This is an optimization exercise on Yosys and OpenROAD, whose aim is small area and a short achievable clock period, not a production implementation. The RTL was checked by simulation tests, not by an equivalence proof against the original design. Power is estimated from default activity; no workload was simulated.

Design smul_q31, start of the top module:
module smul_q31 (
    input  logic        clk,
    input  logic        reset,
    input  logic        go,
    input  logic [31:0] left,
    input  logic [31:0] right,
    output logic [31:0] out,
    output logic        done
);
  logic d0, d1;               
  logic zero;                 
  logic [41:0] sa, sb;        
  logic sl;                   
  wire cyc1 = go & ~d0;       
  wire cyc2 = d0 & ~d1;       
  wire hold = ~go | d1;       
  wire kboth = cyc2 | hold;
  assign done = d1;
  wire [16:0] bs = ({17{cyc2}} & right[31:15]) | ({17{cyc1}} & {right[15:0], 1'b0});
  wire [10:0] qlo = {1'b0, sa[9:0]} + {1'b0, sb[9:0]} + {10'd0, sl};
  wire [47:0] ea, eb;
  assign ea[0] = (cyc2 & sa[10]);
  assign eb[0] = (cyc2 & sb[10]);
  assign ea[1] = (cyc2 & sa[11]);
  assign eb[1] = (cyc2 & sb[11]);
  assign ea[2] = (cyc2 & sa[12]);
  assign eb[2] = (cyc2 & sb[12]);
  assign ea[3] = (cyc2 & sa[13]);
  assign eb[3] = (cyc2 & sb[13]);
  assign ea[4] = (cyc2 & sa[14]);
  assign eb[4] = (cyc2 & sb[14]);
  assign ea[5] = (cyc2 & sa[15]);
  ...
Size: ~1500 cells after synthesis, about 100 I/O pins.
==> flow/config.mk <==
export PLATFORM = sky130hd
export DESIGN_NAME = smul_q31
export DESIGN_NICKNAME = smul_q31
export VERILOG_FILES = /design/flow/design.v
export SDC_FILE = /design/flow/constraint.sdc
export NUM_CORES = 4
export LEC_CHECK = 0
export CAP_MARGIN = 20
export CORE_MARGIN = 2
export CORE_UTILIZATION = 45
export SETUP_SLACK_MARGIN = 2.5
export SLEW_MARGIN = 20
export SYNTH_HIERARCHICAL = 1
export SYNTH_MINIMUM_KEEP_SIZE = 0
==> flow/constraint.sdc <==
create_clock -name core_clock -period 8.0 [get_ports {clk}]
set_input_delay 1.6000 -clock core_clock [delete_from_list [all_inputs] [get_ports {clk}]]
set_output_delay 1.6000 -clock core_clock [all_outputs]
set_load 0.01 [all_outputs]
standard.sh (not shown) runs the stock make flow with config.mk's settings and CLKGATE_MAP_FILE= SYNTH_SCRIPT=/design/flow/synth_recipe.tcl, a recipe that flattens the netlist after the stock synthesis.
==> flow/flow/run.sh <==
#!/bin/bash
# The standard synthesis and layout, except that the input and output
# ports are buffered with buf_2 cells rather than the flow's default choice.
set -euo pipefail
bash standard.sh synth > synth.log 2>&1
export BUFFER_PORTS_ARGS="-buffer_cell sky130_fd_sc_hd__buf_2"
bash standard.sh > layout.log 2>&1
The baseline finished with timing, DRC and antenna clean.
Change:
==> flow/run.sh (new file) <==
#!/bin/bash
# synth_recipe.tcl (not shown) runs the flow's synth.tcl, then flattens the netlist and writes it again
# the make line also repeats each setting of config.mk as NAME=value (left out here)
make -C /OpenROAD-flow-scripts/flow DESIGN_CONFIG=/design/flow/config.mk WORK_HOME=/design/flow/orfs CLKGATE_MAP_FILE= SYNTH_SCRIPT=/design/flow/synth_recipe.tcl finish
removed: flow/flow/run.sh
removed: flow/standard.sh
Total power came out higher by 3.9%. Worst hold slack loses 0.028 ns. Via count went up by about 2.3%. Setup slack got worse by 0.11 ns.

Starting RTL as in the previous note.
export LEC_CHECK = 0
export CAP_MARGIN = 20
export CORE_MARGIN = 2
export CORE_UTILIZATION = 45
export SETUP_SLACK_MARGIN = 2.5
export SLEW_MARGIN = 20
export SYNTH_HIERARCHICAL = 1
export SYNTH_MINIMUM_KEEP_SIZE = 0
create_clock -name core_clock -period 8.0 [get_ports {clk}]
==> flow/flow/run.sh <==
#!/bin/bash
# The standard synthesis and layout, with two changes to how the layout
# is made:
#  - after synthesis, the Booth selector gates (a22oi) are set to their
#    smallest drive strength (the placement's repair steps resize them again
#    where timing needs it);
#  - the input and output ports are buffered with buf_2 cells rather than
#    the flow's default choice;
#  - after global routing, gates off the critical paths are downsized
#    (ORFS's RECOVER_POWER step).
set -euo pipefail
bash standard.sh synth > synth.log 2>&1
R=orfs/results/sky130hd/smul_q31/base
cat > downsize.tcl <<TCL
read_db $R/1_synth.odb
set db [ord::get_db]
set m1 [\$db findMaster sky130_fd_sc_hd__a22oi_1]
set n 0
foreach inst [[ord::get_db_block] getInsts] {
  if {[[\$inst getMaster] getName] eq "sky130_fd_sc_hd__a22oi_2"} {
    \$inst swapMaster \$m1
    incr n
  }
}
puts "downsized \$n a22oi_2 to a22oi_1"
write_db $R/1_synth.odb
TCL
openroad -no_init -exit downsize.tcl > downsize.log 2>&1
export BUFFER_PORTS_ARGS="-buffer_cell sky130_fd_sc_hd__buf_2"
export RECOVER_POWER=100
bash standard.sh > layout.log 2>&1
The baseline completed with no timing, DRC or antenna violations.
Rerun with:
==> flow/run.sh (new file) <==
#!/bin/bash
# synth_recipe.tcl (not shown) runs the flow's synth.tcl, then flattens the netlist and writes it again
# the make line also repeats each setting of config.mk as NAME=value (left out here)
make -C /OpenROAD-flow-scripts/flow DESIGN_CONFIG=/design/flow/config.mk WORK_HOME=/design/flow/orfs CLKGATE_MAP_FILE= SYNTH_SCRIPT=/design/flow/synth_recipe.tcl finish
Settings changed: SETUP_SLACK_MARGIN 2.5 to 3.0.
removed: flow/flow/run.sh
removed: flow/standard.sh
Effect: The changed run ran to the end with no violations; power grows by 14%; critical path depth grows by 3; wire length grows by about 2.6%; die area grows by about 8%; global-route usage shrinks by 2.5 points; register-to-register slack improves by 0.70 ns; via count grows by about 3%; worst setup slack improves by 1.3 ns; sequential share of layout area shrinks by 1.7 points; non-clock buffer count grows by 146.

-- port drivers added, routing unchanged --
In the flow no input, the clock included, has a driving cell. The finished layouts below were timed again as built, in two steps. Step 1 sets driving cells, clkbuf_16 on the clock port and buf_2 on the other inputs (assumed; they add their load-dependent delay and slew). Step 2 moves the port delays by t, midway between the first and last clock arrival at a register: inputs arrive t later, outputs are due t later. That takes back most of the time a late clock gives input paths. a / b / c = ideal ports / drivers / drivers and shift; a / b = the first two.
run	t (ns)	setup slack, ns	worst hold slack (ns)	slew at the worst register clock pin (ns)	pins driven straight from the clock port
the first run of note 1	0.408	2.598 / 2.601 / 2.193	0.673 / 0.673 / 0.673	0.07 / 0.07	1
the second run of note 1	0.398	2.488 / 2.510 / 2.113	0.645 / 0.645 / 0.645	0.07 / 0.07	1
the first run of note 2	0.413	1.388 / 1.419 / 1.006	0.614 / 0.614 / 0.614	0.07 / 0.07	1
the second run of note 2	0.410	2.658 / 2.655 / 2.245	0.643 / 0.643 / 0.643	0.07 / 0.07	1
After both steps setup and hold are still met in every run listed. For the second run of note 2, which loses most, drivers alone change the setup slack by -0.003 ns; drivers and shift together by -0.413 ns.
